This design comes from an exercise in tuning for small area on the open sky130 flow, not from production work. The RTL was checked by simulation tests, not by an equivalence proof against the original design. Power is estimated from default activity; no workload was simulated.

== run D ==
## MIPSProcessor
module MIPSProcessor (
    input    wire               clk, rst,
    output   wire    [31:0]     imem_addr,
    input    wire    [31:0]     imem_rdata,
    output   wire    [31:0]     dmem_addr,
    output   wire    [31:0]     dmem_wdata,
    output   wire               dmem_we,
    input    wire    [31:0]     dmem_rdata
);
Size in the first run: ~1,700 cells after synthesis, roughly 160 I/O pins, about 27,000 µm² of cells after synthesis.
==> module MIPSProcessor, before the edit <==
module MIPSProcessor (
    input    wire               clk, rst,
    output   wire    [31:0]     imem_addr,
    input    wire    [31:0]     imem_rdata,
    output   wire    [31:0]     dmem_addr,
    output   wire    [31:0]     dmem_wdata,
    output   wire               dmem_we,
    input    wire    [31:0]     dmem_rdata
);
reg  [4:0] phase;
reg        clr;         
reg  [1:0] pidx;        
wire       last;
wire p0  = (phase == 5'd0);
wire p2  = (phase == 5'd2);
wire p31 = (phase == 5'd31);
always @(posedge clk or negedge rst) begin
    if (!rst) begin
        phase <= 5'd0;
        clr   <= 1'b1;
        pidx  <= 2'd0;
    end else begin
        phase <= phase + 5'd1;
        if (p31) begin
            clr  <= 1'b0;
            pidx <= (clr | last) ? 2'd0 : pidx + 2'd1;
        end
    end
end
wire [31:0] I   = imem_rdata;
wire [5:0]  op  = I[31:26];
wire [5:0]  fn  = I[5:0];
wire [4:0]  rs  = I[25:21];
wire [4:0]  rt  = I[20:16];
wire [4:0]  rd  = I[15:11];
wire isR    = (op == 6'b000000);
wire isMul  = isR & (fn == 6'b011100);
wire isSlt  = isR & (fn == 6'b101010);
wire isSub  = isR & (fn == 6'b100010);
wire isAddi = (op == 6'b001000);
wire isLw   = (op == 6'b100011);
wire isSw   = (op == 6'b101011);
wire isBeq  = (op == 6'b000100);
wire isJ    = (op == 6'b000010);
reg  [31:2] pc;
reg  [31:0] addr;       
reg  [31:0] wd;         
reg         ncarry;     
reg         acarry;     
reg         eqf;        
reg  [10:0] mb;         
reg  [3:0]  mc;         
wire [31:0] f0;         
assign f0[0] = 1'b0;
wire        rsbit = f0[rs];
wire        rtbit = f0[rt];
wire        wr;
wire [4:0]  wa;
wire        wbit;
genvar r;
generate
    for (r = 1; r < 32; r = r + 1) begin : g_reg
        reg [31:0] q;
        wire sel = clr | (wr & (wa == r));
        always @(posedge clk)
            q <= {sel ? wbit : q[0], q[31:1]};
        assign f0[r] = q[0];
    end
endgenerate
wire        offmode = isJ | isBeq;
wire [4:0]  k       = offmode ? phase - 5'd2 : phase;
wire [31:0] I26     = {6'b0, I[25:0]};
wire        ibit    = I26[k];
wire        offbit  = (phase >= 5'd2) & (isJ ? ibit : ((k <= 5'd15) ? ibit : I[15]));
wire        immbit  = (phase <= 5'd15) ? ibit : I[15];
wire [31:0] pcv    = {pc, 2'b00};
wire        usepc  = ~clr & ~isJ;
wire        offen  = ~clr & (isJ | (isBeq & (pidx == 2'd1)));
wire        na     = usepc & pcv[phase];
wire        nb     = offen & offbit;
wire        ncin   = (p2 & usepc) | (~p0 & ncarry);
wire        nsum   = na ^ nb ^ ncin;
wire        useimm = isAddi | isLw | isSw;
wire        binv   = isSub | isSlt;
wire        aa     = rsbit;
wire        bb     = (useimm ? immbit : rtbit) ^ binv;
wire        acin   = p0 ? binv : acarry;
wire        asum   = aa ^ bb ^ acin;
wire        eqc    = (p0 | eqf) & ~(rsbit ^ rtbit);
wire [10:0] effb, tap;
genvar m;
generate
    for (m = 0; m < 11; m = m + 1) begin : g_mul
        wire [5:0] s = 6'd11 * pidx + m;
        assign effb[m] = (phase == s) ? rtbit : mb[m];
        if (m == 0)
            assign tap[m] = (pidx == 2'd0) ? rsbit : (pidx == 2'd1) ? wd[21] : wd[10];
        else
            assign tap[m] = (pidx == 2'd0) ? wd[32-m] : (pidx == 2'd1) ? wd[21-m] : wd[10-m];
    end
endgenerate
wire [10:0] pp   = effb & tap;
wire        macc = (pidx != 2'd0) & addr[0];
wire [4:0]  mtot = macc + pp[0] + pp[1] + pp[2] + pp[3] + pp[4] + pp[5] + pp[6]
                 + pp[7] + pp[8] + pp[9] + pp[10] + (p0 ? 4'd0 : mc);
wire        msum = mtot[0];
assign last = isMul ? (pidx == 2'd2) :
              (isSlt | isLw | isSw) ? (pidx == 2'd1) :
              isBeq ? ((pidx == 2'd1) | ~eqc) :
              1'b1;
wire isAdd = isR & ~isMul & ~isSlt;
assign wr  = (pidx == 2'd0) & (isAdd | isAddi)
           | (pidx == 2'd1) & (isSlt | isLw)
           | (pidx == 2'd2) & isMul;
assign wa  = isR ? rd : rt;
assign wbit = clr   ? 1'b0 :
              isLw  ? (p0 ? dmem_rdata[0] : wd[0]) :
              isSlt ? (p0 & ~acarry) :
              isMul ? msum :
              asum;
wire ain = clr ? 1'b0 :
           (isMul & (pidx != 2'd2)) ? msum :
           ((isLw | isSw) & (pidx == 2'd0)) ? asum :
           nsum;
wire win = isMul ? ((pidx == 2'd0) ? rsbit : wd[0]) : rtbit;
wire lwload = isLw & (pidx == 2'd1) & p0;
always @(posedge clk) begin
    addr   <= {ain, addr[31:1]};
    wd[31] <= win;
    wd[30:0] <= lwload ? dmem_rdata[31:1] : wd[31:1];
    ncarry <= (na & nb) | (na & ncin) | (nb & ncin);
    acarry <= (aa & bb) | (aa & acin) | (bb & acin);
    eqf    <= eqc;
    mb     <= p31 ? 11'd0 : effb;
    mc     <= mtot[4:1];
    if (p31 & (clr | last))
        pc <= {ain, addr[31:3]};
end
assign imem_addr  = {pc, 2'b00};
assign dmem_addr  = addr;
assign dmem_wdata = wd;
assign dmem_we    = isSw & (pidx == 2'd1) & p0 & ~clr;
endmodule
export LEC_CHECK = 0
export CAP_MARGIN = 20
export CORE_MARGIN = 2
export CORE_UTILIZATION = 40
export SLEW_MARGIN = 20
create_clock -name core_clock -period 12.0 [get_ports {clk}]
standard.sh (not shown) runs the stock make flow with config.mk's settings and CLKGATE_MAP_FILE= SYNTH_SCRIPT=/design/flow/synth_recipe.tcl, a recipe that flattens the netlist after the stock synthesis.
==> flow/flow/run.sh <==
#!/bin/bash
# Standard ORFS layout (standard.sh), with two changes:
#  - port buffers use the smallest buffer cell instead of the resizer's pick
#  - clock tree: larger sink clusters and no dummy loads
set -e
cp standard.sh standard_sh.log
export BUFFER_PORTS_ARGS="-buffer_cell sky130_fd_sc_hd__buf_1"
export CTS_ARGS="-sink_clustering_enable -repair_clock_nets -dont_use_dummy_load -sink_clustering_size 25 -sink_clustering_max_diameter 80"
bash standard.sh > standard.log 2>&1
[inputs] run G vs run D
--- a/flow/design.v
+++ b/flow/design.v
@@ -13,5 +13,4 @@
 wire       last;
 wire p0  = (phase == 5'd0);
-wire p2  = (phase == 5'd2);
 wire p31 = (phase == 5'd31);
 always @(posedge clk or negedge rst) begin
@@ -68,16 +67,14 @@
     end
 endgenerate
-wire        offmode = isJ | isBeq;
-wire [4:0]  k       = offmode ? phase - 5'd2 : phase;
 wire [31:0] I26     = {6'b0, I[25:0]};
-wire        ibit    = I26[k];
-wire        offbit  = (phase >= 5'd2) & (isJ ? ibit : ((k <= 5'd15) ? ibit : I[15]));
+wire        ibit    = I26[phase];
 wire        immbit  = (phase <= 5'd15) ? ibit : I[15];
-wire [31:0] pcv    = {pc, 2'b00};
+wire        offbit  = isJ ? ibit : immbit;
+wire [31:0] pcs    = {2'b00, pc};
 wire        usepc  = ~clr & ~isJ;
 wire        offen  = ~clr & (isJ | (isBeq & (pidx == 2'd1)));
-wire        na     = usepc & pcv[phase];
+wire        na     = usepc & pcs[phase];
 wire        nb     = offen & offbit;
-wire        ncin   = (p2 & usepc) | (~p0 & ncarry);
+wire        ncin   = p0 ? usepc : ncarry;
 wire        nsum   = na ^ nb ^ ncin;
 wire        useimm = isAddi | isLw | isSw;
@@ -102,7 +99,19 @@
 wire [10:0] pp   = effb & tap;
 wire        macc = (pidx != 2'd0) & addr[0];
-wire [4:0]  mtot = macc + pp[0] + pp[1] + pp[2] + pp[3] + pp[4] + pp[5] + pp[6]
-                 + pp[7] + pp[8] + pp[9] + pp[10] + (p0 ? 4'd0 : mc);
-wire        msum = mtot[0];
+wire [3:0]  mci = p0 ? 4'd0 : mc;
+wire [1:0]  fa_a = macc  + pp[0] + pp[1];
+wire [1:0]  fa_b = pp[2] + pp[3] + pp[4];
+wire [1:0]  fa_c = pp[5] + pp[6] + pp[7];
+wire [1:0]  fa_d = pp[8] + pp[9] + pp[10];
+wire [1:0]  fa_e = fa_a[0] + fa_b[0] + fa_c[0];
+wire [1:0]  fa_f = fa_d[0] + mci[0] + fa_e[0];
+wire [1:0]  fa_g = fa_a[1] + fa_b[1] + fa_c[1];
+wire [1:0]  fa_h = fa_d[1] + fa_e[1] + fa_f[1];
+wire [1:0]  fa_i = fa_g[0] + fa_h[0] + mci[1];
+wire [1:0]  fa_j = fa_g[1] + fa_h[1] + fa_i[1];
+wire [1:0]  fa_k = fa_j[0] + mci[2];
+wire [1:0]  fa_l = fa_j[1] + fa_k[1] + mci[3];
+wire        msum = fa_f[0];
+wire [4:0]  mtot = {fa_l, fa_k[0], fa_i[0], fa_f[0]};
 assign last = isMul ? (pidx == 2'd2) :
               (isSlt | isLw | isSw) ? (pidx == 2'd1) :
@@ -115,5 +124,5 @@
 assign wa  = isR ? rd : rt;
 assign wbit = clr   ? 1'b0 :
-              isLw  ? (p0 ? dmem_rdata[0] : wd[0]) :
+              isLw  ? (wd[0] | (p0 & dmem_rdata[0])) :
               isSlt ? (p0 & ~acarry) :
               isMul ? msum :
@@ -123,10 +132,10 @@
            ((isLw | isSw) & (pidx == 2'd0)) ? asum :
            nsum;
-wire win = isMul ? ((pidx == 2'd0) ? rsbit : wd[0]) : rtbit;
+wire win = isMul ? ((pidx == 2'd0) ? rsbit : wd[0]) : (rtbit & ~isLw);
 wire lwload = isLw & (pidx == 2'd1) & p0;
 always @(posedge clk) begin
     addr   <= {ain, addr[31:1]};
     wd[31] <= win;
-    wd[30:0] <= lwload ? dmem_rdata[31:1] : wd[31:1];
+    wd[30:0] <= wd[31:1] | ({31{lwload}} & dmem_rdata[31:1]);
     ncarry <= (na & nb) | (na & ncin) | (nb & ncin);
     acarry <= (aa & bb) | (aa & acin) | (bb & acin);
@@ -135,5 +144,5 @@
     mc     <= mtot[4:1];
     if (p31 & (clr | last))
-        pc <= {ain, addr[31:3]};
+        pc <= addr[30:1];
 end
 assign imem_addr  = {pc, 2'b00};
Compared with run D, in run G final non-filler cell total now smaller; critical path's largest stage delay rose by 170 ps; worst slack at placement went up by 110 ps; maximum frequency up 2.0%; length of routed met3 wiring dropped about 24%. Run G vs run D: number of vias per cell after detailed routing down. [diff] vias after detailed routing, run G relative to run D: improvement. Combinational power: higher on run G. Fraction of area in clock buffers and inverters essentially unchanged between run D and run G. [compare] base=run D new=run G: share of cell area taken by muxes after synthesis -1.8 points, multi-input combinational cell count -90, design area -about 2%, number of well-tap cells placed -9.

-- port drivers added, routing unchanged --
How much do the figures lean on ideal ports? The routed layouts below were timed once more, with nothing changed but the port constraints.
Step 1 (the two cells are an assumption about what drives the block):
set clk [get_ports {clk}]
set_driving_cell -lib_cell sky130_fd_sc_hd__clkbuf_16 $clk
set_driving_cell -lib_cell sky130_fd_sc_hd__buf_2 [delete_from_list [all_inputs] $clk]
Step 2 moves the port delays by t, midway between the first and last clock arrival at a register: inputs arrive t later, outputs are due t later. That takes back most of the time a late clock gives input paths.
a / b / c = ideal / step 1 / step 2; a / b = the first two.
run	shift t [ns]	slack for setup (ns)	latest minus earliest clock arrival (ns)	worst slew at a driven data input, ns	pins driven straight from the clock port
run D	0.651	3.679 / 3.657 / 3.005	0.109 / 0.109	0.13	1
run G	0.643	3.843 / 3.756 / 3.113	0.077 / 0.077	0.14	1
After both steps setup and hold are still met in every run listed. For run G, which loses most, drivers alone change the setup slack by -0.087 ns; drivers and shift together by -0.730 ns.
